This is an optimization exercise on Yosys and OpenROAD, whose aim is small area and a short achievable clock period, not a production implementation. The RTL of this run was laid out without a check of its function. Power and IR drop assume default switching activity.

<file path="design/flow/config.mk">
export PLATFORM = sky130hd
export DESIGN_NAME = sigmoid9slices
export DESIGN_NICKNAME = sigmoid9slices
export VERILOG_FILES = /design/flow/design.v
export SDC_FILE = /design/flow/constraint.sdc
export NUM_CORES = 4
export LEC_CHECK = 0
export ABC_AREA = 1
export CAP_MARGIN = 20
export CORE_MARGIN = 2
export CORE_UTILIZATION = 60
export SETUP_SLACK_MARGIN = 5
export SLEW_MARGIN = 20
export TNS_END_PERCENT = 0
</file>
<file path="design/flow/constraint.sdc">
create_clock -name core_clock -period 8.0 [get_ports {clk}]
set_input_delay 1.6000 -clock core_clock [delete_from_list [all_inputs] [get_ports {clk}]]
set_output_delay 1.6000 -clock core_clock [all_outputs]
set_load 0.01 [all_outputs]
</file>
<file path="design/flow/design.v">
`timescale 1ns / 1ps
module sigmoid9slices (
    input wire clk,
    input wire rst_n,
    input wire signed [15:0] x0_in,
    input wire signed [15:0] x1_in,
    input wire valid_in,
    output reg signed [15:0] y0_out,
    output reg signed [15:0] y1_out,
    output reg valid_out
);
    reg v1, v2;
    always @(posedge clk or negedge rst_n)
        if (!rst_n) begin v1 <= 1'b0; v2 <= 1'b0; valid_out <= 1'b0; end
        else begin v1 <= valid_in; v2 <= v1; valid_out <= v2; end
    function [4:0] thr(input [14:0] u);
        reg lo155, lo2ab, g1, g2, g3, g4, g5;
        begin
            lo155 = u[9] | (u[8] & u[7]) | (u[8] & u[6] & (u[5] | (u[4] & u[3]) | (u[4] & u[2] & (u[1] | u[0]))));
            lo2ab = u[10] | (u[9] & u[8]) | (u[9] & u[7] & (u[6] | (u[5] & u[4]) | (u[5] & u[3] & (u[2] | (u[1] & u[0])))));
            g2 = u[14] | u[13] | u[12];
            g5 = u[14] | (u[13] & u[12]);
            g1 = g2 | u[11] | (u[10] & lo155);
            g3 = u[14] | u[13] | (u[12] & u[11] & lo2ab);
            g4 = u[14] | (u[13] & (u[12] | u[11] | (u[10] & lo155)));
            thr = {g5, g4, g3, g2, g1};
        end
    endfunction
    function [4:0] dec(input [15:0] x);
        reg [14:0] u;
        reg g1, g2, g3, g4, g5;
        reg [4:0] gp, gn;
        begin
            u = x[14:0];
            gp = thr(u);
            gn = thr(~u);
            {g5, g4, g3, g2, g1} = x[15] ? gn : gp;
            dec = {~g1, g1 & ~g2, g2 & ~g3, g3 & ~g4, g4};   
        end
    endfunction
    function [12:0] satx(input [15:0] x);
        reg sat;
        begin
            sat = x[15] ? (~x[14] | (~x[13] & ~x[12])) : (x[14] | (x[13] & x[12]));
            satx = {x[15], sat ? {~x[15], ~x[15], 1'b1, 1'b0, 1'b0, x[15]} : x[11:6], x[5:0]};
        end
    endfunction
    reg [12:0] a0, a1;   
    reg [4:0] c0, c1;
    always @(posedge clk) begin
        a0 <= satx(x0_in); a1 <= satx(x1_in);
        c0 <= dec(x0_in); c1 <= dec(x1_in);
    end
    wire [10:0] xr0 = a0[10:0];
    wire [10:0] xn0 = ~a0[10:0];
    wire r0_0_0 = (c0[0] & xr0[0]) | (c0[1] & xn0[0]);
    wire r0_0_1 = c0[1];
    wire r0_1_0 = ((c0[0] | c0[2] | c0[3]) & xr0[0]) | (c0[1] & xn0[1]) | (c0[4] & xn0[0]);
    wire r0_1_1 = (c0[0] & xr0[1]) | c0[4];
    wire r0_2_0 = ((c0[0] | c0[2] | c0[3]) & xr0[1]) | (c0[1] & xn0[2]) | (c0[4] & xn0[1]);
    wire r0_2_1 = (c0[0] & xr0[2]);
    wire r0_3_0 = ((c0[0] | c0[2] | c0[3]) & xr0[2]) | (c0[1] & xn0[3]) | (c0[4] & xn0[2]);
    wire r0_3_1 = ((c0[0] | c0[1]) & xr0[0]);
    wire r0_3_2 = (c0[0] & xr0[3]);
    wire r0_4_0 = ((c0[0] | c0[2] | c0[3]) & xr0[3]) | (c0[1] & xn0[4]) | (c0[4] & xn0[0]);
    wire r0_4_1 = ((c0[0] | c0[1]) & xr0[1]) | (c0[3] & xr0[0]) | c0[4];
    wire r0_4_2 = (c0[0] & xr0[4]) | (c0[4] & xn0[3]);
    wire r0_5_0 = ((c0[0] | c0[2] | c0[3]) & xr0[4]) | (c0[1] & xr0[0]) | (c0[4] & xn0[1]);
    wire r0_5_1 = ((c0[0] | c0[1]) & xr0[2]) | (c0[3] & xr0[1]) | (c0[4] & xn0[4]);
    wire r0_5_2 = (c0[0] & xr0[5]) | (c0[1] & xn0[5]);
    wire r0_6_0 = ((c0[0] | c0[2] | c0[3]) & xr0[5]) | (c0[1] & xr0[1]) | (c0[4] & xn0[2]);
    wire r0_6_1 = ((c0[0] | c0[1]) & xr0[3]) | (c0[3] & xr0[0]) | (c0[4] & xn0[5]);
    wire r0_6_2 = (c0[0] & xr0[6]) | (c0[1] & xn0[6]) | (c0[3] & xr0[2]);
    wire r0_7_0 = ((c0[0] | c0[2] | c0[3]) & xr0[6]) | (c0[1] & xr0[2]) | (c0[4] & xn0[3]);
    wire r0_7_1 = ((c0[0] | c0[1]) & xr0[4]) | (c0[2] & xr0[0]) | (c0[3] & xr0[1]) | (c0[4] & xn0[6]);
    wire r0_7_2 = (c0[0] & xr0[7]) | (c0[1] & xn0[7]) | (c0[3] & xr0[3]);
    wire r0_8_0 = ((c0[0] | c0[2] | c0[3]) & xr0[7]) | (c0[1] & xr0[3]) | (c0[4] & xn0[4]);
    wire r0_8_1 = ((c0[0] | c0[1]) & xr0[5]) | (c0[2] & xr0[1]) | (c0[3] & xr0[0]) | (c0[4] & xn0[7]);
    wire r0_8_2 = (c0[0] & xr0[8]) | (c0[1] & xn0[8]) | (c0[3] & xr0[2]);
    wire r0_8_3 = (c0[3] & xr0[4]);
    wire r0_9_0 = ((c0[0] | c0[2] | c0[3]) & xr0[8]) | (c0[1] & xr0[4]) | (c0[4] & xr0[0]);
    wire r0_9_1 = ((c0[0] | c0[1]) & xr0[6]) | (c0[2] & xr0[2]) | (c0[3] & xr0[1]) | (c0[4] & xn0[5]);
    wire r0_9_2 = (c0[0] & xr0[9]) | (c0[1] & xn0[9]) | (c0[3] & xr0[3]) | (c0[4] & xn0[8]);
    wire r0_9_3 = (c0[3] & xr0[5]);
    wire r0_10_0 = ((c0[0] | c0[2] | c0[3]) & xr0[9]) | (c0[1] & xr0[5]) | (c0[4] & xr0[1]);
    wire r0_10_1 = ((c0[0] | c0[1]) & xr0[7]) | (c0[2] & xr0[3]) | (c0[3] & xr0[2]) | (c0[4] & xn0[6]);
    wire r0_10_2 = (c0[0] & xr0[10]) | (c0[1] & xn0[10]) | (c0[3] & xr0[4]) | (c0[4] & xn0[9]);
    wire r0_10_3 = (c0[3] & xr0[6]);
    wire r0_11_0 = ((c0[0] | c0[1]) & xr0[8]) | (c0[2] & xr0[4]) | (c0[3] & xr0[3]) | (c0[4] & xr0[2]);
    wire r0_11_1 = ((c0[0] | c0[2]) & xr0[10]) | (c0[1] & xr0[6]) | (c0[3] & xr0[5]) | (c0[4] & xn0[7]);
    wire r0_11_2 = (c0[3] & xr0[7]) | (c0[4] & xn0[10]);
    wire r0_11_3 = ((c0[0] | c0[1]) & a0[11]) | c0[2] | (c0[3] & a0[10]);
    wire r0_12_0 = ((c0[0] | c0[1]) & xr0[9]) | (c0[2] & xr0[5]) | (c0[3] & xr0[4]) | (c0[4] & xr0[3]);
    wire r0_12_1 = (c0[1] & xr0[7]) | (c0[3] & xr0[6]) | (c0[4] & xn0[8]);
    wire r0_12_2 = (c0[3] & xr0[8]);
    wire r0_12_3 = (c0[0] & (a0[12] ^ a0[11])) | (c0[1] & a0[12]) | (c0[2] & ~(a0[12] ^ a0[11])) | (c0[3] & a0[11]) | (c0[4] & ~a0[12]);
    wire r0_13_0 = ((c0[0] | c0[1]) & xr0[10]) | (c0[2] & xr0[6]) | (c0[3] & xr0[5]) | (c0[4] & xr0[4]);
    wire r0_13_1 = (c0[1] & xr0[8]) | (c0[3] & xr0[7]) | (c0[4] & xn0[9]);
    wire r0_13_2 = (c0[3] & xr0[9]);
    wire r0_13_3 = (c0[0] & (a0[12] & a0[11])) | ((c0[1] | c0[4]) & ~a0[12]) | (c0[2] & (~a0[12] & a0[11])) | (c0[3] & a0[12]);
    wire r0_14_0 = (c0[1] & xr0[9]) | (c0[2] & xr0[7]) | (c0[3] & xr0[6]) | (c0[4] & xr0[5]);
    wire r0_14_1 = (c0[3] & xr0[8]) | (c0[4] & xn0[10]);
    wire r0_14_2 = (c0[3] & xr0[10]);
    wire r0_14_3 = (c0[0] & ~(a0[12] ^ a0[11])) | (c0[1] & (a0[12] ^ a0[11])) | ((c0[2] | c0[3] | c0[4]) & ~a0[12]);
    wire r0_15_0 = (c0[1] & xr0[10]) | (c0[2] & xr0[8]) | (c0[3] & xr0[7]) | (c0[4] & xr0[6]);
    wire r0_15_1 = (c0[3] & xr0[9]);
    wire r0_15_2 = (c0[0] & (~a0[12] & a0[11])) | (c0[1] & (~a0[12] & ~a0[11])) | (c0[2] & a0[12]) | (c0[3] & (a0[12] ^ a0[11]));
    wire r0_16_0 = (c0[2] & xr0[9]) | (c0[3] & xr0[8]) | (c0[4] & xr0[7]);
    wire r0_16_1 = (c0[3] & xr0[10]);
    wire r0_16_2 = ((c0[0] | c0[4]) & ~a0[12]) | (c0[1] & (a0[12] ^ a0[11])) | (c0[2] & a0[12]) | (c0[3] & (~a0[12] | ~a0[11]));
    wire r0_17_0 = (c0[2] & xr0[10]) | (c0[3] & xr0[9]) | (c0[4] & xr0[8]);
    wire r0_17_1 = ((c0[0] | c0[4]) & ~a0[12]) | (c0[1] & (~a0[12] & ~a0[11])) | (c0[2] & a0[12]) | (c0[3] & (a0[12] | ~a0[11]));
    wire r0_18_0 = (c0[3] & xr0[10]) | (c0[4] & xr0[9]);
    wire r0_18_1 = ((c0[0] | c0[1] | c0[4]) & ~a0[12]) | ((c0[2] | c0[3]) & (a0[12] ^ a0[11]));
    wire r0_19_0 = (c0[4] & xr0[10]);
    wire r0_19_1 = ((c0[0] | c0[1] | c0[4]) & ~a0[12]) | (c0[2] & (~a0[12] | ~a0[11])) | (c0[3] & (~a0[12] & a0[11]));
    wire r0_20_0 = ((c0[0] | c0[1]) & ~a0[12]) | (c0[2] & (~a0[12] | ~a0[11])) | (c0[3] & (a0[12] & a0[11])) | c0[4];
    wire r0_21_0 = ((c0[0] | c0[1] | c0[3]) & ~a0[12]) | (c0[2] & (~a0[12] | ~a0[11]));
    wire h0_1s = r0_8_0 ^ r0_8_1;
    wire h0_1c = r0_8_0 & r0_8_1;
    wire f0_2s = r0_9_0 ^ r0_9_1 ^ r0_9_2;
    wire f0_2c = (r0_9_0 & r0_9_1) | (r0_9_0 & r0_9_2) | (r0_9_1 & r0_9_2);
    wire f0_3s = r0_10_0 ^ r0_10_1 ^ r0_10_2;
    wire f0_3c = (r0_10_0 & r0_10_1) | (r0_10_0 & r0_10_2) | (r0_10_1 & r0_10_2);
    wire f0_4s = r0_11_0 ^ r0_11_1 ^ r0_11_2;
    wire f0_4c = (r0_11_0 & r0_11_1) | (r0_11_0 & r0_11_2) | (r0_11_1 & r0_11_2);
    wire f0_5s = r0_12_0 ^ r0_12_1 ^ r0_12_2;
    wire f0_5c = (r0_12_0 & r0_12_1) | (r0_12_0 & r0_12_2) | (r0_12_1 & r0_12_2);
    wire f0_6s = r0_13_0 ^ r0_13_1 ^ r0_13_2;
    wire f0_6c = (r0_13_0 & r0_13_1) | (r0_13_0 & r0_13_2) | (r0_13_1 & r0_13_2);
    wire f0_7s = r0_14_0 ^ r0_14_1 ^ r0_14_2;
    wire f0_7c = (r0_14_0 & r0_14_1) | (r0_14_0 & r0_14_2) | (r0_14_1 & r0_14_2);
    wire h0_8s = r0_15_0 ^ r0_15_1;
    wire h0_8c = r0_15_0 & r0_15_1;
    wire h0_9s = r0_16_0 ^ r0_16_1;
    wire h0_9c = r0_16_0 & r0_16_1;
    wire h0_10s = r0_3_0 ^ r0_3_1;
    wire h0_10c = r0_3_0 & r0_3_1;
    wire f0_11s = r0_4_0 ^ r0_4_1 ^ r0_4_2;
    wire f0_11c = (r0_4_0 & r0_4_1) | (r0_4_0 & r0_4_2) | (r0_4_1 & r0_4_2);
    wire f0_12s = r0_5_0 ^ r0_5_1 ^ r0_5_2;
    wire f0_12c = (r0_5_0 & r0_5_1) | (r0_5_0 & r0_5_2) | (r0_5_1 & r0_5_2);
    wire f0_13s = r0_6_0 ^ r0_6_1 ^ r0_6_2;
    wire f0_13c = (r0_6_0 & r0_6_1) | (r0_6_0 & r0_6_2) | (r0_6_1 & r0_6_2);
    wire f0_14s = r0_7_0 ^ r0_7_1 ^ r0_7_2;
    wire f0_14c = (r0_7_0 & r0_7_1) | (r0_7_0 & r0_7_2) | (r0_7_1 & r0_7_2);
    wire f0_15s = r0_8_2 ^ r0_8_3 ^ h0_1s;
    wire f0_15c = (r0_8_2 & r0_8_3) | (r0_8_2 & h0_1s) | (r0_8_3 & h0_1s);
    wire f0_16s = r0_9_3 ^ h0_1c ^ f0_2s;
    wire f0_16c = (r0_9_3 & h0_1c) | (r0_9_3 & f0_2s) | (h0_1c & f0_2s);
    wire f0_17s = r0_10_3 ^ f0_2c ^ f0_3s;
    wire f0_17c = (r0_10_3 & f0_2c) | (r0_10_3 & f0_3s) | (f0_2c & f0_3s);
    wire f0_18s = r0_11_3 ^ f0_3c ^ f0_4s;
    wire f0_18c = (r0_11_3 & f0_3c) | (r0_11_3 & f0_4s) | (f0_3c & f0_4s);
    wire f0_19s = r0_12_3 ^ f0_4c ^ f0_5s;
    wire f0_19c = (r0_12_3 & f0_4c) | (r0_12_3 & f0_5s) | (f0_4c & f0_5s);
    wire f0_20s = r0_13_3 ^ f0_5c ^ f0_6s;
    wire f0_20c = (r0_13_3 & f0_5c) | (r0_13_3 & f0_6s) | (f0_5c & f0_6s);
    wire f0_21s = r0_14_3 ^ f0_6c ^ f0_7s;
    wire f0_21c = (r0_14_3 & f0_6c) | (r0_14_3 & f0_7s) | (f0_6c & f0_7s);
    wire f0_22s = r0_15_2 ^ f0_7c ^ h0_8s;
    wire f0_22c = (r0_15_2 & f0_7c) | (r0_15_2 & h0_8s) | (f0_7c & h0_8s);
    wire f0_23s = r0_16_2 ^ h0_8c ^ h0_9s;
    wire f0_23c = (r0_16_2 & h0_8c) | (r0_16_2 & h0_9s) | (h0_8c & h0_9s);
    wire f0_24s = r0_17_0 ^ r0_17_1 ^ h0_9c;
    wire f0_24c = (r0_17_0 & r0_17_1) | (r0_17_0 & h0_9c) | (r0_17_1 & h0_9c);
    wire h0_25s = r0_18_0 ^ r0_18_1;
    wire h0_25c = r0_18_0 & r0_18_1;
    wire h0_26s = r0_19_0 ^ r0_19_1;
    wire h0_26c = r0_19_0 & r0_19_1;
    wire lg0_27 = (r0_1_0 & r0_1_1) | ((r0_1_0 | r0_1_1) & (r0_0_0 & r0_0_1));
    wire lp0_27 = (r0_1_0 | r0_1_1) & (r0_0_0 | r0_0_1);
    wire lg0_28 = (r0_3_2 & h0_10s) | ((r0_3_2 | h0_10s) & (r0_2_0 & r0_2_1));
    wire lp0_28 = (r0_3_2 | h0_10s) & (r0_2_0 | r0_2_1);
    wire lg0_29 = (f0_11c & f0_12s) | ((f0_11c | f0_12s) & (h0_10c & f0_11s));
    wire lp0_29 = (f0_11c | f0_12s) & (h0_10c | f0_11s);
    wire lg0_30 = lg0_28 | (lp0_28 & lg0_27);
    wire lp0_30 = lp0_28 & lp0_27;
    wire lg0_31 = lg0_29 | (lp0_29 & lg0_30);
    wire lp0_31 = lp0_29 & lp0_30;
    wire lg0_32 = (f0_13c & f0_14s) | ((f0_13c | f0_14s) & (f0_12c & f0_13s));
    wire lp0_32 = (f0_13c | f0_14s) & (f0_12c | f0_13s);
    wire lg0_33 = (f0_15c & f0_16s) | ((f0_15c | f0_16s) & (f0_14c & f0_15s));
    wire lp0_33 = (f0_15c | f0_16s) & (f0_14c | f0_15s);
    wire lg0_34 = lg0_33 | (lp0_33 & lg0_32);
    wire lp0_34 = lp0_33 & lp0_32;
    wire lg0_35 = (f0_16c & f0_17s) | ((f0_16c | f0_17s) & lg0_34);
    wire lp0_35 = (f0_16c | f0_17s) & lp0_34;
    reg [10:0] sa0, sb0;
    reg lgl0, lgh0, lph0;   
    wire lc0 = lgh0 | (lph0 & lgl0);
    always @(posedge clk) begin
        sa0 <= {r0_21_0, r0_20_0, h0_25c, f0_24c, f0_23c, f0_22c, f0_21c, f0_20c, f0_19c, f0_18c, f0_17c};
        sb0 <= {1'b0, h0_26c, h0_26s, h0_25s, f0_24s, f0_23s, f0_22s, f0_21s, f0_20s, f0_19s, f0_18s};
        lgl0 <= lg0_31; lgh0 <= lg0_35; lph0 <= lp0_35;
    end
    wire [10:0] ys0;
    wire ys0_p0 = (sa0[0] ^ sb0[0]);
    wire ys0_p1 = (sa0[1] ^ sb0[1]);
    wire ys0_p2 = (sa0[2] ^ sb0[2]);
    wire ys0_p3 = (sa0[3] ^ sb0[3]);
    wire ys0_p4 = (sa0[4] ^ sb0[4]);
    wire ys0_p5 = (sa0[5] ^ sb0[5]);
    wire ys0_p6 = (sa0[6] ^ sb0[6]);
    wire ys0_p7 = (sa0[7] ^ sb0[7]);
    wire ys0_p8 = (sa0[8] ^ sb0[8]);
    wire ys0_p9 = (sa0[9] ^ sb0[9]);
    wire ys0_p10 = (sa0[10] ^ sb0[10]);
    wire ys0_g0 = (sa0[0] & sb0[0]) | (ys0_p0 & lc0);
    wire ys0_g1 = (sa0[1] & sb0[1]);
    wire ys0_g2 = (sa0[2] & sb0[2]);
    wire ys0_g3 = (sa0[3] & sb0[3]);
    wire ys0_g4 = (sa0[4] & sb0[4]);
    wire ys0_g5 = (sa0[5] & sb0[5]);
    wire ys0_g6 = (sa0[6] & sb0[6]);
    wire ys0_g7 = (sa0[7] & sb0[7]);
    wire ys0_g8 = (sa0[8] & sb0[8]);
    wire ys0_g9 = (sa0[9] & sb0[9]);
    wire ys0_g10 = (sa0[10] & sb0[10]);
    wire ys0_G36 = ys0_g1 | (ys0_p1 & ys0_g0);
    wire ys0_P36 = ys0_p1 & ys0_p0;
    wire ys0_G37 = ys0_g3 | (ys0_p3 & ys0_g2);
    wire ys0_P37 = ys0_p3 & ys0_p2;
    wire ys0_G38 = ys0_g5 | (ys0_p5 & ys0_g4);
    wire ys0_P38 = ys0_p5 & ys0_p4;
    wire ys0_G39 = ys0_g7 | (ys0_p7 & ys0_g6);
    wire ys0_P39 = ys0_p7 & ys0_p6;
    wire ys0_G40 = ys0_g9 | (ys0_p9 & ys0_g8);
    wire ys0_P40 = ys0_p9 & ys0_p8;
    wire ys0_G41 = ys0_G37 | (ys0_P37 & ys0_G36);
    wire ys0_P41 = ys0_P37 & ys0_P36;
    wire ys0_G42 = ys0_G39 | (ys0_P39 & ys0_G38);
    wire ys0_P42 = ys0_P39 & ys0_P38;
    wire ys0_G43 = ys0_G42 | (ys0_P42 & ys0_G41);
    wire ys0_P43 = ys0_P42 & ys0_P41;
    wire ys0_G44 = ys0_G38 | (ys0_P38 & ys0_G41);
    wire ys0_P44 = ys0_P38 & ys0_P41;
    wire ys0_G45 = ys0_G40 | (ys0_P40 & ys0_G43);
    wire ys0_P45 = ys0_P40 & ys0_P43;
    wire ys0_G46 = ys0_g2 | (ys0_p2 & ys0_G36);
    wire ys0_P46 = ys0_p2 & ys0_P36;
    wire ys0_G47 = ys0_g4 | (ys0_p4 & ys0_G41);
    wire ys0_P47 = ys0_p4 & ys0_P41;
    wire ys0_G48 = ys0_g6 | (ys0_p6 & ys0_G44);
    wire ys0_P48 = ys0_p6 & ys0_P44;
    wire ys0_G49 = ys0_g8 | (ys0_p8 & ys0_G43);
    wire ys0_P49 = ys0_p8 & ys0_P43;
    wire ys0_G50 = ys0_g10 | (ys0_p10 & ys0_G45);
    wire ys0_P50 = ys0_p10 & ys0_P45;
    assign ys0[0] = ys0_p0 ^ lc0;
    assign ys0[1] = ys0_p1 ^ ys0_g0;
    assign ys0[2] = ys0_p2 ^ ys0_G36;
    assign ys0[3] = ys0_p3 ^ ys0_G46;
    assign ys0[4] = ys0_p4 ^ ys0_G41;
    assign ys0[5] = ys0_p5 ^ ys0_G47;
    assign ys0[6] = ys0_p6 ^ ys0_G44;
    assign ys0[7] = ys0_p7 ^ ys0_G48;
    assign ys0[8] = ys0_p8 ^ ys0_G43;
    assign ys0[9] = ys0_p9 ^ ys0_G49;
    assign ys0[10] = ys0_p10 ^ ys0_G45;
    wire ys0_co = ys0_G50;
    always @(posedge clk) y0_out <= {5'b0, ys0};
    wire [10:0] xr1 = a1[10:0];
    wire [10:0] xn1 = ~a1[10:0];
    wire r1_0_0 = (c1[0] & xr1[0]) | (c1[1] & xn1[0]);
    wire r1_0_1 = c1[1];
    wire r1_1_0 = ((c1[0] | c1[2] | c1[3]) & xr1[0]) | (c1[1] & xn1[1]) | (c1[4] & xn1[0]);
    wire r1_1_1 = (c1[0] & xr1[1]) | c1[4];
    wire r1_2_0 = ((c1[0] | c1[2] | c1[3]) & xr1[1]) | (c1[1] & xn1[2]) | (c1[4] & xn1[1]);
    wire r1_2_1 = (c1[0] & xr1[2]);
    wire r1_3_0 = ((c1[0] | c1[2] | c1[3]) & xr1[2]) | (c1[1] & xn1[3]) | (c1[4] & xn1[2]);
    wire r1_3_1 = ((c1[0] | c1[1]) & xr1[0]);
    wire r1_3_2 = (c1[0] & xr1[3]);
    wire r1_4_0 = ((c1[0] | c1[2] | c1[3]) & xr1[3]) | (c1[1] & xn1[4]) | (c1[4] & xn1[0]);
    wire r1_4_1 = ((c1[0] | c1[1]) & xr1[1]) | (c1[3] & xr1[0]) | c1[4];
    wire r1_4_2 = (c1[0] & xr1[4]) | (c1[4] & xn1[3]);
    wire r1_5_0 = ((c1[0] | c1[2] | c1[3]) & xr1[4]) | (c1[1] & xr1[0]) | (c1[4] & xn1[1]);
    wire r1_5_1 = ((c1[0] | c1[1]) & xr1[2]) | (c1[3] & xr1[1]) | (c1[4] & xn1[4]);
    wire r1_5_2 = (c1[0] & xr1[5]) | (c1[1] & xn1[5]);
    wire r1_6_0 = ((c1[0] | c1[2] | c1[3]) & xr1[5]) | (c1[1] & xr1[1]) | (c1[4] & xn1[2]);
    wire r1_6_1 = ((c1[0] | c1[1]) & xr1[3]) | (c1[3] & xr1[0]) | (c1[4] & xn1[5]);
    wire r1_6_2 = (c1[0] & xr1[6]) | (c1[1] & xn1[6]) | (c1[3] & xr1[2]);
    wire r1_7_0 = ((c1[0] | c1[2] | c1[3]) & xr1[6]) | (c1[1] & xr1[2]) | (c1[4] & xn1[3]);
    wire r1_7_1 = ((c1[0] | c1[1]) & xr1[4]) | (c1[2] & xr1[0]) | (c1[3] & xr1[1]) | (c1[4] & xn1[6]);
    wire r1_7_2 = (c1[0] & xr1[7]) | (c1[1] & xn1[7]) | (c1[3] & xr1[3]);
    wire r1_8_0 = ((c1[0] | c1[2] | c1[3]) & xr1[7]) | (c1[1] & xr1[3]) | (c1[4] & xn1[4]);
    wire r1_8_1 = ((c1[0] | c1[1]) & xr1[5]) | (c1[2] & xr1[1]) | (c1[3] & xr1[0]) | (c1[4] & xn1[7]);
    wire r1_8_2 = (c1[0] & xr1[8]) | (c1[1] & xn1[8]) | (c1[3] & xr1[2]);
    wire r1_8_3 = (c1[3] & xr1[4]);
    wire r1_9_0 = ((c1[0] | c1[2] | c1[3]) & xr1[8]) | (c1[1] & xr1[4]) | (c1[4] & xr1[0]);
    wire r1_9_1 = ((c1[0] | c1[1]) & xr1[6]) | (c1[2] & xr1[2]) | (c1[3] & xr1[1]) | (c1[4] & xn1[5]);
    wire r1_9_2 = (c1[0] & xr1[9]) | (c1[1] & xn1[9]) | (c1[3] & xr1[3]) | (c1[4] & xn1[8]);
    wire r1_9_3 = (c1[3] & xr1[5]);
    wire r1_10_0 = ((c1[0] | c1[2] | c1[3]) & xr1[9]) | (c1[1] & xr1[5]) | (c1[4] & xr1[1]);
    wire r1_10_1 = ((c1[0] | c1[1]) & xr1[7]) | (c1[2] & xr1[3]) | (c1[3] & xr1[2]) | (c1[4] & xn1[6]);
    wire r1_10_2 = (c1[0] & xr1[10]) | (c1[1] & xn1[10]) | (c1[3] & xr1[4]) | (c1[4] & xn1[9]);
    wire r1_10_3 = (c1[3] & xr1[6]);
    wire r1_11_0 = ((c1[0] | c1[1]) & xr1[8]) | (c1[2] & xr1[4]) | (c1[3] & xr1[3]) | (c1[4] & xr1[2]);
    wire r1_11_1 = ((c1[0] | c1[2]) & xr1[10]) | (c1[1] & xr1[6]) | (c1[3] & xr1[5]) | (c1[4] & xn1[7]);
    wire r1_11_2 = (c1[3] & xr1[7]) | (c1[4] & xn1[10]);
    wire r1_11_3 = ((c1[0] | c1[1]) & a1[11]) | c1[2] | (c1[3] & a1[10]);
    wire r1_12_0 = ((c1[0] | c1[1]) & xr1[9]) | (c1[2] & xr1[5]) | (c1[3] & xr1[4]) | (c1[4] & xr1[3]);
    wire r1_12_1 = (c1[1] & xr1[7]) | (c1[3] & xr1[6]) | (c1[4] & xn1[8]);
    wire r1_12_2 = (c1[3] & xr1[8]);
    wire r1_12_3 = (c1[0] & (a1[12] ^ a1[11])) | (c1[1] & a1[12]) | (c1[2] & ~(a1[12] ^ a1[11])) | (c1[3] & a1[11]) | (c1[4] & ~a1[12]);
    wire r1_13_0 = ((c1[0] | c1[1]) & xr1[10]) | (c1[2] & xr1[6]) | (c1[3] & xr1[5]) | (c1[4] & xr1[4]);
    wire r1_13_1 = (c1[1] & xr1[8]) | (c1[3] & xr1[7]) | (c1[4] & xn1[9]);
    wire r1_13_2 = (c1[3] & xr1[9]);
    wire r1_13_3 = (c1[0] & (a1[12] & a1[11])) | ((c1[1] | c1[4]) & ~a1[12]) | (c1[2] & (~a1[12] & a1[11])) | (c1[3] & a1[12]);
    wire r1_14_0 = (c1[1] & xr1[9]) | (c1[2] & xr1[7]) | (c1[3] & xr1[6]) | (c1[4] & xr1[5]);
    wire r1_14_1 = (c1[3] & xr1[8]) | (c1[4] & xn1[10]);
    wire r1_14_2 = (c1[3] & xr1[10]);
    wire r1_14_3 = (c1[0] & ~(a1[12] ^ a1[11])) | (c1[1] & (a1[12] ^ a1[11])) | ((c1[2] | c1[3] | c1[4]) & ~a1[12]);
    wire r1_15_0 = (c1[1] & xr1[10]) | (c1[2] & xr1[8]) | (c1[3] & xr1[7]) | (c1[4] & xr1[6]);
    wire r1_15_1 = (c1[3] & xr1[9]);
    wire r1_15_2 = (c1[0] & (~a1[12] & a1[11])) | (c1[1] & (~a1[12] & ~a1[11])) | (c1[2] & a1[12]) | (c1[3] & (a1[12] ^ a1[11]));
    wire r1_16_0 = (c1[2] & xr1[9]) | (c1[3] & xr1[8]) | (c1[4] & xr1[7]);
    wire r1_16_1 = (c1[3] & xr1[10]);
    wire r1_16_2 = ((c1[0] | c1[4]) & ~a1[12]) | (c1[1] & (a1[12] ^ a1[11])) | (c1[2] & a1[12]) | (c1[3] & (~a1[12] | ~a1[11]));
    wire r1_17_0 = (c1[2] & xr1[10]) | (c1[3] & xr1[9]) | (c1[4] & xr1[8]);
    wire r1_17_1 = ((c1[0] | c1[4]) & ~a1[12]) | (c1[1] & (~a1[12] & ~a1[11])) | (c1[2] & a1[12]) | (c1[3] & (a1[12] | ~a1[11]));
    wire r1_18_0 = (c1[3] & xr1[10]) | (c1[4] & xr1[9]);
    wire r1_18_1 = ((c1[0] | c1[1] | c1[4]) & ~a1[12]) | ((c1[2] | c1[3]) & (a1[12] ^ a1[11]));
    wire r1_19_0 = (c1[4] & xr1[10]);
    wire r1_19_1 = ((c1[0] | c1[1] | c1[4]) & ~a1[12]) | (c1[2] & (~a1[12] | ~a1[11])) | (c1[3] & (~a1[12] & a1[11]));
    wire r1_20_0 = ((c1[0] | c1[1]) & ~a1[12]) | (c1[2] & (~a1[12] | ~a1[11])) | (c1[3] & (a1[12] & a1[11])) | c1[4];
    wire r1_21_0 = ((c1[0] | c1[1] | c1[3]) & ~a1[12]) | (c1[2] & (~a1[12] | ~a1[11]));
    wire h1_51s = r1_8_0 ^ r1_8_1;
    wire h1_51c = r1_8_0 & r1_8_1;
    wire f1_52s = r1_9_0 ^ r1_9_1 ^ r1_9_2;
    wire f1_52c = (r1_9_0 & r1_9_1) | (r1_9_0 & r1_9_2) | (r1_9_1 & r1_9_2);
    wire f1_53s = r1_10_0 ^ r1_10_1 ^ r1_10_2;
    wire f1_53c = (r1_10_0 & r1_10_1) | (r1_10_0 & r1_10_2) | (r1_10_1 & r1_10_2);
    wire f1_54s = r1_11_0 ^ r1_11_1 ^ r1_11_2;
    wire f1_54c = (r1_11_0 & r1_11_1) | (r1_11_0 & r1_11_2) | (r1_11_1 & r1_11_2);
    wire f1_55s = r1_12_0 ^ r1_12_1 ^ r1_12_2;
    wire f1_55c = (r1_12_0 & r1_12_1) | (r1_12_0 & r1_12_2) | (r1_12_1 & r1_12_2);
    wire f1_56s = r1_13_0 ^ r1_13_1 ^ r1_13_2;
    wire f1_56c = (r1_13_0 & r1_13_1) | (r1_13_0 & r1_13_2) | (r1_13_1 & r1_13_2);
    wire f1_57s = r1_14_0 ^ r1_14_1 ^ r1_14_2;
    wire f1_57c = (r1_14_0 & r1_14_1) | (r1_14_0 & r1_14_2) | (r1_14_1 & r1_14_2);
    wire h1_58s = r1_15_0 ^ r1_15_1;
    wire h1_58c = r1_15_0 & r1_15_1;
    wire h1_59s = r1_16_0 ^ r1_16_1;
    wire h1_59c = r1_16_0 & r1_16_1;
    wire h1_60s = r1_3_0 ^ r1_3_1;
    wire h1_60c = r1_3_0 & r1_3_1;
    wire f1_61s = r1_4_0 ^ r1_4_1 ^ r1_4_2;
    wire f1_61c = (r1_4_0 & r1_4_1) | (r1_4_0 & r1_4_2) | (r1_4_1 & r1_4_2);
    wire f1_62s = r1_5_0 ^ r1_5_1 ^ r1_5_2;
    wire f1_62c = (r1_5_0 & r1_5_1) | (r1_5_0 & r1_5_2) | (r1_5_1 & r1_5_2);
    wire f1_63s = r1_6_0 ^ r1_6_1 ^ r1_6_2;
    wire f1_63c = (r1_6_0 & r1_6_1) | (r1_6_0 & r1_6_2) | (r1_6_1 & r1_6_2);
    wire f1_64s = r1_7_0 ^ r1_7_1 ^ r1_7_2;
    wire f1_64c = (r1_7_0 & r1_7_1) | (r1_7_0 & r1_7_2) | (r1_7_1 & r1_7_2);
    wire f1_65s = r1_8_2 ^ r1_8_3 ^ h1_51s;
    wire f1_65c = (r1_8_2 & r1_8_3) | (r1_8_2 & h1_51s) | (r1_8_3 & h1_51s);
    wire f1_66s = r1_9_3 ^ h1_51c ^ f1_52s;
    wire f1_66c = (r1_9_3 & h1_51c) | (r1_9_3 & f1_52s) | (h1_51c & f1_52s);
    wire f1_67s = r1_10_3 ^ f1_52c ^ f1_53s;
    wire f1_67c = (r1_10_3 & f1_52c) | (r1_10_3 & f1_53s) | (f1_52c & f1_53s);
    wire f1_68s = r1_11_3 ^ f1_53c ^ f1_54s;
    wire f1_68c = (r1_11_3 & f1_53c) | (r1_11_3 & f1_54s) | (f1_53c & f1_54s);
    wire f1_69s = r1_12_3 ^ f1_54c ^ f1_55s;
    wire f1_69c = (r1_12_3 & f1_54c) | (r1_12_3 & f1_55s) | (f1_54c & f1_55s);
    wire f1_70s = r1_13_3 ^ f1_55c ^ f1_56s;
    wire f1_70c = (r1_13_3 & f1_55c) | (r1_13_3 & f1_56s) | (f1_55c & f1_56s);
    wire f1_71s = r1_14_3 ^ f1_56c ^ f1_57s;
    wire f1_71c = (r1_14_3 & f1_56c) | (r1_14_3 & f1_57s) | (f1_56c & f1_57s);
    wire f1_72s = r1_15_2 ^ f1_57c ^ h1_58s;
    wire f1_72c = (r1_15_2 & f1_57c) | (r1_15_2 & h1_58s) | (f1_57c & h1_58s);
    wire f1_73s = r1_16_2 ^ h1_58c ^ h1_59s;
    wire f1_73c = (r1_16_2 & h1_58c) | (r1_16_2 & h1_59s) | (h1_58c & h1_59s);
    wire f1_74s = r1_17_0 ^ r1_17_1 ^ h1_59c;
    wire f1_74c = (r1_17_0 & r1_17_1) | (r1_17_0 & h1_59c) | (r1_17_1 & h1_59c);
    wire h1_75s = r1_18_0 ^ r1_18_1;
    wire h1_75c = r1_18_0 & r1_18_1;
    wire h1_76s = r1_19_0 ^ r1_19_1;
    wire h1_76c = r1_19_0 & r1_19_1;
    wire lg1_77 = (r1_1_0 & r1_1_1) | ((r1_1_0 | r1_1_1) & (r1_0_0 & r1_0_1));
    wire lp1_77 = (r1_1_0 | r1_1_1) & (r1_0_0 | r1_0_1);
    wire lg1_78 = (r1_3_2 & h1_60s) | ((r1_3_2 | h1_60s) & (r1_2_0 & r1_2_1));
    wire lp1_78 = (r1_3_2 | h1_60s) & (r1_2_0 | r1_2_1);
    wire lg1_79 = (f1_61c & f1_62s) | ((f1_61c | f1_62s) & (h1_60c & f1_61s));
    wire lp1_79 = (f1_61c | f1_62s) & (h1_60c | f1_61s);
    wire lg1_80 = lg1_78 | (lp1_78 & lg1_77);
    wire lp1_80 = lp1_78 & lp1_77;
    wire lg1_81 = lg1_79 | (lp1_79 & lg1_80);
    wire lp1_81 = lp1_79 & lp1_80;
    wire lg1_82 = (f1_63c & f1_64s) | ((f1_63c | f1_64s) & (f1_62c & f1_63s));
    wire lp1_82 = (f1_63c | f1_64s) & (f1_62c | f1_63s);
    wire lg1_83 = (f1_65c & f1_66s) | ((f1_65c | f1_66s) & (f1_64c & f1_65s));
    wire lp1_83 = (f1_65c | f1_66s) & (f1_64c | f1_65s);
    wire lg1_84 = lg1_83 | (lp1_83 & lg1_82);
    wire lp1_84 = lp1_83 & lp1_82;
    wire lg1_85 = (f1_66c & f1_67s) | ((f1_66c | f1_67s) & lg1_84);
    wire lp1_85 = (f1_66c | f1_67s) & lp1_84;
    reg [10:0] sa1, sb1;
    reg lgl1, lgh1, lph1;   
    wire lc1 = lgh1 | (lph1 & lgl1);
    always @(posedge clk) begin
        sa1 <= {r1_21_0, r1_20_0, h1_75c, f1_74c, f1_73c, f1_72c, f1_71c, f1_70c, f1_69c, f1_68c, f1_67c};
        sb1 <= {1'b0, h1_76c, h1_76s, h1_75s, f1_74s, f1_73s, f1_72s, f1_71s, f1_70s, f1_69s, f1_68s};
        lgl1 <= lg1_81; lgh1 <= lg1_85; lph1 <= lp1_85;
    end
    wire [10:0] ys1;
    wire ys1_p0 = (sa1[0] ^ sb1[0]);
    wire ys1_p1 = (sa1[1] ^ sb1[1]);
    wire ys1_p2 = (sa1[2] ^ sb1[2]);
    wire ys1_p3 = (sa1[3] ^ sb1[3]);
    wire ys1_p4 = (sa1[4] ^ sb1[4]);
    wire ys1_p5 = (sa1[5] ^ sb1[5]);
    wire ys1_p6 = (sa1[6] ^ sb1[6]);
    wire ys1_p7 = (sa1[7] ^ sb1[7]);
    wire ys1_p8 = (sa1[8] ^ sb1[8]);
    wire ys1_p9 = (sa1[9] ^ sb1[9]);
    wire ys1_p10 = (sa1[10] ^ sb1[10]);
    wire ys1_g0 = (sa1[0] & sb1[0]) | (ys1_p0 & lc1);
    wire ys1_g1 = (sa1[1] & sb1[1]);
    wire ys1_g2 = (sa1[2] & sb1[2]);
    wire ys1_g3 = (sa1[3] & sb1[3]);
    wire ys1_g4 = (sa1[4] & sb1[4]);
    wire ys1_g5 = (sa1[5] & sb1[5]);
    wire ys1_g6 = (sa1[6] & sb1[6]);
    wire ys1_g7 = (sa1[7] & sb1[7]);
    wire ys1_g8 = (sa1[8] & sb1[8]);
    wire ys1_g9 = (sa1[9] & sb1[9]);
    wire ys1_g10 = (sa1[10] & sb1[10]);
    wire ys1_G86 = ys1_g1 | (ys1_p1 & ys1_g0);
    wire ys1_P86 = ys1_p1 & ys1_p0;
    wire ys1_G87 = ys1_g3 | (ys1_p3 & ys1_g2);
    wire ys1_P87 = ys1_p3 & ys1_p2;
    wire ys1_G88 = ys1_g5 | (ys1_p5 & ys1_g4);
    wire ys1_P88 = ys1_p5 & ys1_p4;
    wire ys1_G89 = ys1_g7 | (ys1_p7 & ys1_g6);
    wire ys1_P89 = ys1_p7 & ys1_p6;
    wire ys1_G90 = ys1_g9 | (ys1_p9 & ys1_g8);
    wire ys1_P90 = ys1_p9 & ys1_p8;
    wire ys1_G91 = ys1_G87 | (ys1_P87 & ys1_G86);
    wire ys1_P91 = ys1_P87 & ys1_P86;
    wire ys1_G92 = ys1_G89 | (ys1_P89 & ys1_G88);
    wire ys1_P92 = ys1_P89 & ys1_P88;
    wire ys1_G93 = ys1_G92 | (ys1_P92 & ys1_G91);
    wire ys1_P93 = ys1_P92 & ys1_P91;
    wire ys1_G94 = ys1_G88 | (ys1_P88 & ys1_G91);
    wire ys1_P94 = ys1_P88 & ys1_P91;
    wire ys1_G95 = ys1_G90 | (ys1_P90 & ys1_G93);
    wire ys1_P95 = ys1_P90 & ys1_P93;
    wire ys1_G96 = ys1_g2 | (ys1_p2 & ys1_G86);
    wire ys1_P96 = ys1_p2 & ys1_P86;
    wire ys1_G97 = ys1_g4 | (ys1_p4 & ys1_G91);
    wire ys1_P97 = ys1_p4 & ys1_P91;
    wire ys1_G98 = ys1_g6 | (ys1_p6 & ys1_G94);
    wire ys1_P98 = ys1_p6 & ys1_P94;
    wire ys1_G99 = ys1_g8 | (ys1_p8 & ys1_G93);
    wire ys1_P99 = ys1_p8 & ys1_P93;
    wire ys1_G100 = ys1_g10 | (ys1_p10 & ys1_G95);
    wire ys1_P100 = ys1_p10 & ys1_P95;
    assign ys1[0] = ys1_p0 ^ lc1;
    assign ys1[1] = ys1_p1 ^ ys1_g0;
    assign ys1[2] = ys1_p2 ^ ys1_G86;
    assign ys1[3] = ys1_p3 ^ ys1_G96;
    assign ys1[4] = ys1_p4 ^ ys1_G91;
    assign ys1[5] = ys1_p5 ^ ys1_G97;
    assign ys1[6] = ys1_p6 ^ ys1_G94;
    assign ys1[7] = ys1_p7 ^ ys1_G98;
    assign ys1[8] = ys1_p8 ^ ys1_G93;
    assign ys1[9] = ys1_p9 ^ ys1_G99;
    assign ys1[10] = ys1_p10 ^ ys1_G95;
    wire ys1_co = ys1_G100;
    always @(posedge clk) y1_out <= {5'b0, ys1};
endmodule
</file>
<file path="design/flow/flow/run.sh">
#!/bin/bash
# Standard layout, with plain buffers (instead of delay cells) on the ports, and the
# timing repair aimed at a setup slack of 5.6 ns. The make output goes to standard.log,
# each ORFS step's full log to orfs/logs/.
set -e
export BUFFER_PORTS_ARGS="-buffer_cell sky130_fd_sc_hd__buf_2"
bash standard.sh finish SETUP_SLACK_MARGIN=5.6 > standard.log 2>&1
</file>
<file path="design/flow/standard.sh">
#!/bin/bash
# synth_recipe.tcl (not shown) runs the flow's synth.tcl, then flattens the netlist and writes it again
# the make line also repeats each setting of config.mk as NAME=value (left out here)
make -C /OpenROAD-flow-scripts/flow DESIGN_CONFIG=/design/flow/config.mk WORK_HOME=/design/flow/orfs CLKGATE_MAP_FILE= SYNTH_SCRIPT=/design/flow/synth_recipe.tcl "${@:-finish}"
</file>
==> metrics.md <==
| Metric | Value |
|---|---|
| Synth-to-layout area growth | 13.5% |
| Endpoint type of the worst setup path | output port |
| First-pass GRT wire length | 26800 um |
| R2r startpoint | c1[3]$_DFF_P_ |
| Area occupied by multi-input gates | 3940 sq um |
| FMAX | ~400 MHz |
| DRC viols | 0 |
| Yosys top cell area share | 0.314 |
| CP Buf/Inv Count | 1 |
| Max VDD drop | ~0.00025 V |
| Relative slew slack | 0.664 |
| Most frequent cells after synthesis | nand2_1 (198), inv_1 (128), dfxtp_1 (106), fa_1 (52), a21oi_1 (50) |
| R2R Setup Slk | about 5500 ps |
| Routed Antenna Nets | 0 |
| Max Cap Viol | 0 |
| Ratio of cells with drive above 1 in the final layout | 0.179 |
| Global placement routability congestion | 0.989 |
| CP peak stage delay | about 370 ps |
| Clk sinks | ~110 |
| Cell count along the critical path | 1 |
| Routed vias | between 5000 and 6000 |
| CTS Buffer Depth | 2 |
| Hold WC Path Type | register to register |
| Routed len/inst | 15.8 um |
| Launch point of the worst path | valid_out$_DFF_PN0_ |
| Syn_area_per_cell | 8.13 sq um |
| Num CTS Buffers | 9 |
| Crit Path Max Fanout | 1 |
| Die ar. | roughly 12000 sq um |
| # IOs | between 60 and 70 |
| Final period utilization | 0.311 |
| Synth unique cells | 44 |
| Seq/Total Area, Yosys | 0.325 |
| Area leader, netlist | dfxtp_1 |
| Final setup viols | 0 |
| Pwr/cell area | ~240 nW/um^2 |
| WL final | between 15000 and 20000 um |
| CP required | around 6400 ps |
| Cells after Synth | 830 |
| Setup total negative slack | 0 ps |
| Core Area | 10900 sq um |
| Max Slew Vio Count | 0 |
| Slowest CP cell | dfrtp_1 |
| Critical Path End | valid_out |
| Rows | 38 |
| Fillers | 885 |
| Initial Util | 0.620 |
| Post-synth EDFFs | 0 |
| Antenna Cells | 0 |
| Min cycle time layout | 2490 ps |
| H-tree depth | 3 |
| Width of the die | around 110 um |
| Hold Vio Cnt, Final | 0 |
| Port Buf Inserts | 57 |
| TritonCTS clock tree | built |
| Antenna violations before repair | 0 |
| Worst Setup Path Type | register to output port |
| RSZ-0062 raised after global routing | yes |
| Nets@finish | between 1000 and 1500 |
| Largest net degree at the start of global routing | 20 |
| Clock Skew | 15.6 ps |
| Post-synth ARST share | 0.0275 |
| WP data arrival | ~890 ps |
| Synth warnings | 1 |
| GRT Residual Overflow | 0 |
| Reg clk slew, reported paths | around 110 ps |
| Worst slew pin tran | about 500 ps |
| Vias per inst | between 5 and 6 |
| Static Leak | slightly below 4 nW |
| Clock root buffer | clkbuf_8 |
| GR Util All Layers | 0.287 |
| Crit path max-delay family | flip-flops |
| Cell Area, Synth | 6750 sq um |
| Critical path startpoint category | register |
| Cell with the most instances after synthesis | nand2_1 |
| Worst R2R Path Depth | 8 |
| Run status | finished clean |
| Sequential cell area | about 2200 sq um |
| Top_reg_cell synth | dfxtp_1 |
| Fin Hold WS | ~380 ps |
| Vias in the first global route | ~5600 |
| Clock Latency Late Sink | roughly 390 ps |
| Worst-path cell chain | buf_2 |
| Iteration-0 DRC Markers | ~580 |
| Flops & latches, synth | about 110 |
| First-pass DRT Iterations | 5 |
| Top post-synthesis cells by area | dfxtp_1 (31%), fa_1 (15%), nand2_1 (11%), inv_1 (7.1%), ha_1 (6.3%) |
| HPWL after DPL | around 13000 um |
| Die Height | roughly 110 um |
| R2r endpoint | lgh1$_DFF_P_ |
per-stage QoR:
step	total power, W	instance area (sq um)	std cells	util	worst slack (ps)
after floorplan	0.00125	6790	839	-	5610
after global placement	0.00141	7050	1006	0.648	5210
after detailed placement	0.00146	7050	1006	0.648	5130
after CTS	0.00180	7380	1034	0.678	5490
after global routing	0.00197	7660	1061	0.703	5390
final	0.00182	7660	1061	0.703	5510
worst min path at each step:
stage / depth (start not counted) / slack [ps] / startpoint / end
after floorplan: 0 / 330 / v1$_DFF_PN0_ / v2$_DFF_PN0_
after global routing: 0 / 400 / v2$_DFF_PN0_ / valid_out$_DFF_PN0_
after CTS: 0 / 390 / v2$_DFF_PN0_ / valid_out$_DFF_PN0_
after detailed placement: 0 / 360 / v2$_DFF_PN0_ / valid_out$_DFF_PN0_
after global placement: 0 / 340 / v1$_DFF_PN0_ / v2$_DFF_PN0_
final: 0 / 380 / v2$_DFF_PN0_ / valid_out$_DFF_PN0_
cell type report:
type                            count  share of cell area
Sequential cell                   109               0.293
Clock buffer                       10              0.0180
Multi-Input combinational cell    567               0.515
Tap cell                          140              0.0229
Clock inverter                      6             0.00702
Timing Repair Buffer               96              0.0768
Inverter                          133              0.0676
cells in the final DEF, fill, tap and decap left out, drive strengths merged:
master / Yosys / layout
a2111oi: 1 / 1
a211o: 1 / 1
a211oi: 6 / 6
a21boi: 2 / 2
a21o: 4 / 4
a21oi: 51 / 51
a221oi: 1 / 1
a22oi: 2 / 2
a31o: 2 / 2
and3: 2 / 2
buf: 26 / 95
clkbuf: 4 / 11
clkinv: 0 / 3
clkinvlp: 0 / 3
conb: 1 / 10
dfrtp: 3 / 3
dfxtp: 106 / 106
fa: 52 / 52
ha: 34 / 34
inv: 133 / 133
nand2: 201 / 201
nand3: 25 / 25
nand4: 3 / 3
nor2: 51 / 51
nor3: 3 / 3
nor4: 1 / 1
o2111ai: 13 / 13
o211ai: 19 / 19
o21a: 2 / 2
o21ai: 43 / 43
o21bai: 2 / 2
o221ai: 15 / 15
o22ai: 13 / 13
xnor2: 2 / 2
xor2: 6 / 6
logic make-up after synthesis:
group | after synthesis | synth area share
simple gates | 286 | 0.173
compound gates | 177 | 0.171
buf+inv | 163 | 0.102
flops | 109 | 0.325
fa+ha+maj | 86 | 0.217
xor+xnor | 8 | 0.0104
other cells | 1 | 0.000556
routing by layer:
layer	part of all wire	up-vias	track usage
met1	0.46	2700	0.400
met2	0.45	316	0.451
met3	0.080	31	0.0541
met4	0.016	0	0.0940
li1	-	2877	-
met5	0	-	0
power by group:
| group | total [W] | internal (W) | switching [W] | leakage, nW |
|---|---|---|---|---|
| Sequential | 0.000762 | 0.000686 | 0.0000755 | 0.928 |
| Clock | 0.000326 | 0.000128 | 0.000198 | 0.101 |
| Combinational | 0.000731 | 0.000309 | 0.000421 | 2.91 |
flip-flops by register name (all words and copies together) (netlist names), 10 cells and up:
| signal | count |
|---|---|
| a0 | 13 |
| sa0 | 11 |
| sb0 | 10 |
| y0_out | 11 |
| sb1 | 10 |
| a1 | 13 |
| y1_out | 11 |
| sa1 | 11 |
timing repair:
item / 4_1_cts / 5_1_grt
setup buffers: 12 / 27
pin swaps: 2 / 3
hold buffers: 0 / 0
setup endpoints to repair: 35 / 28
resized for setup: 21 / 23
gates cloned: 0 / 0

==> separate check: timing with driven ports <==
The flow's constraints put no driver on any port. The routed layout listed below was extracted and timed again, unchanged, in two steps.
Step 1: set_driving_cell puts a clkbuf_16 on clk and a buf_2 on each other input, an assumption about the parent block.
Step 2 adds t to the input delays and takes it off the output delays; t is the mean of the earliest and latest rising clock arrival at the registers after step 1. Input paths then give back, and output paths get back, about the clock's delay inside the block.
Three values: no drivers, after step 1, after step 2; two values: the first two.
shift t [ns]: 0.419
slack for setup (ns): 5.511 / 5.474 / 5.445
clock arrival spread, ns: 0.016 / 0.016
pins driven straight from the clock port: 1
After both steps setup and hold are still met in this run. For this run, drivers alone change the setup slack by -0.037 ns; drivers and shift together by -0.066 ns.
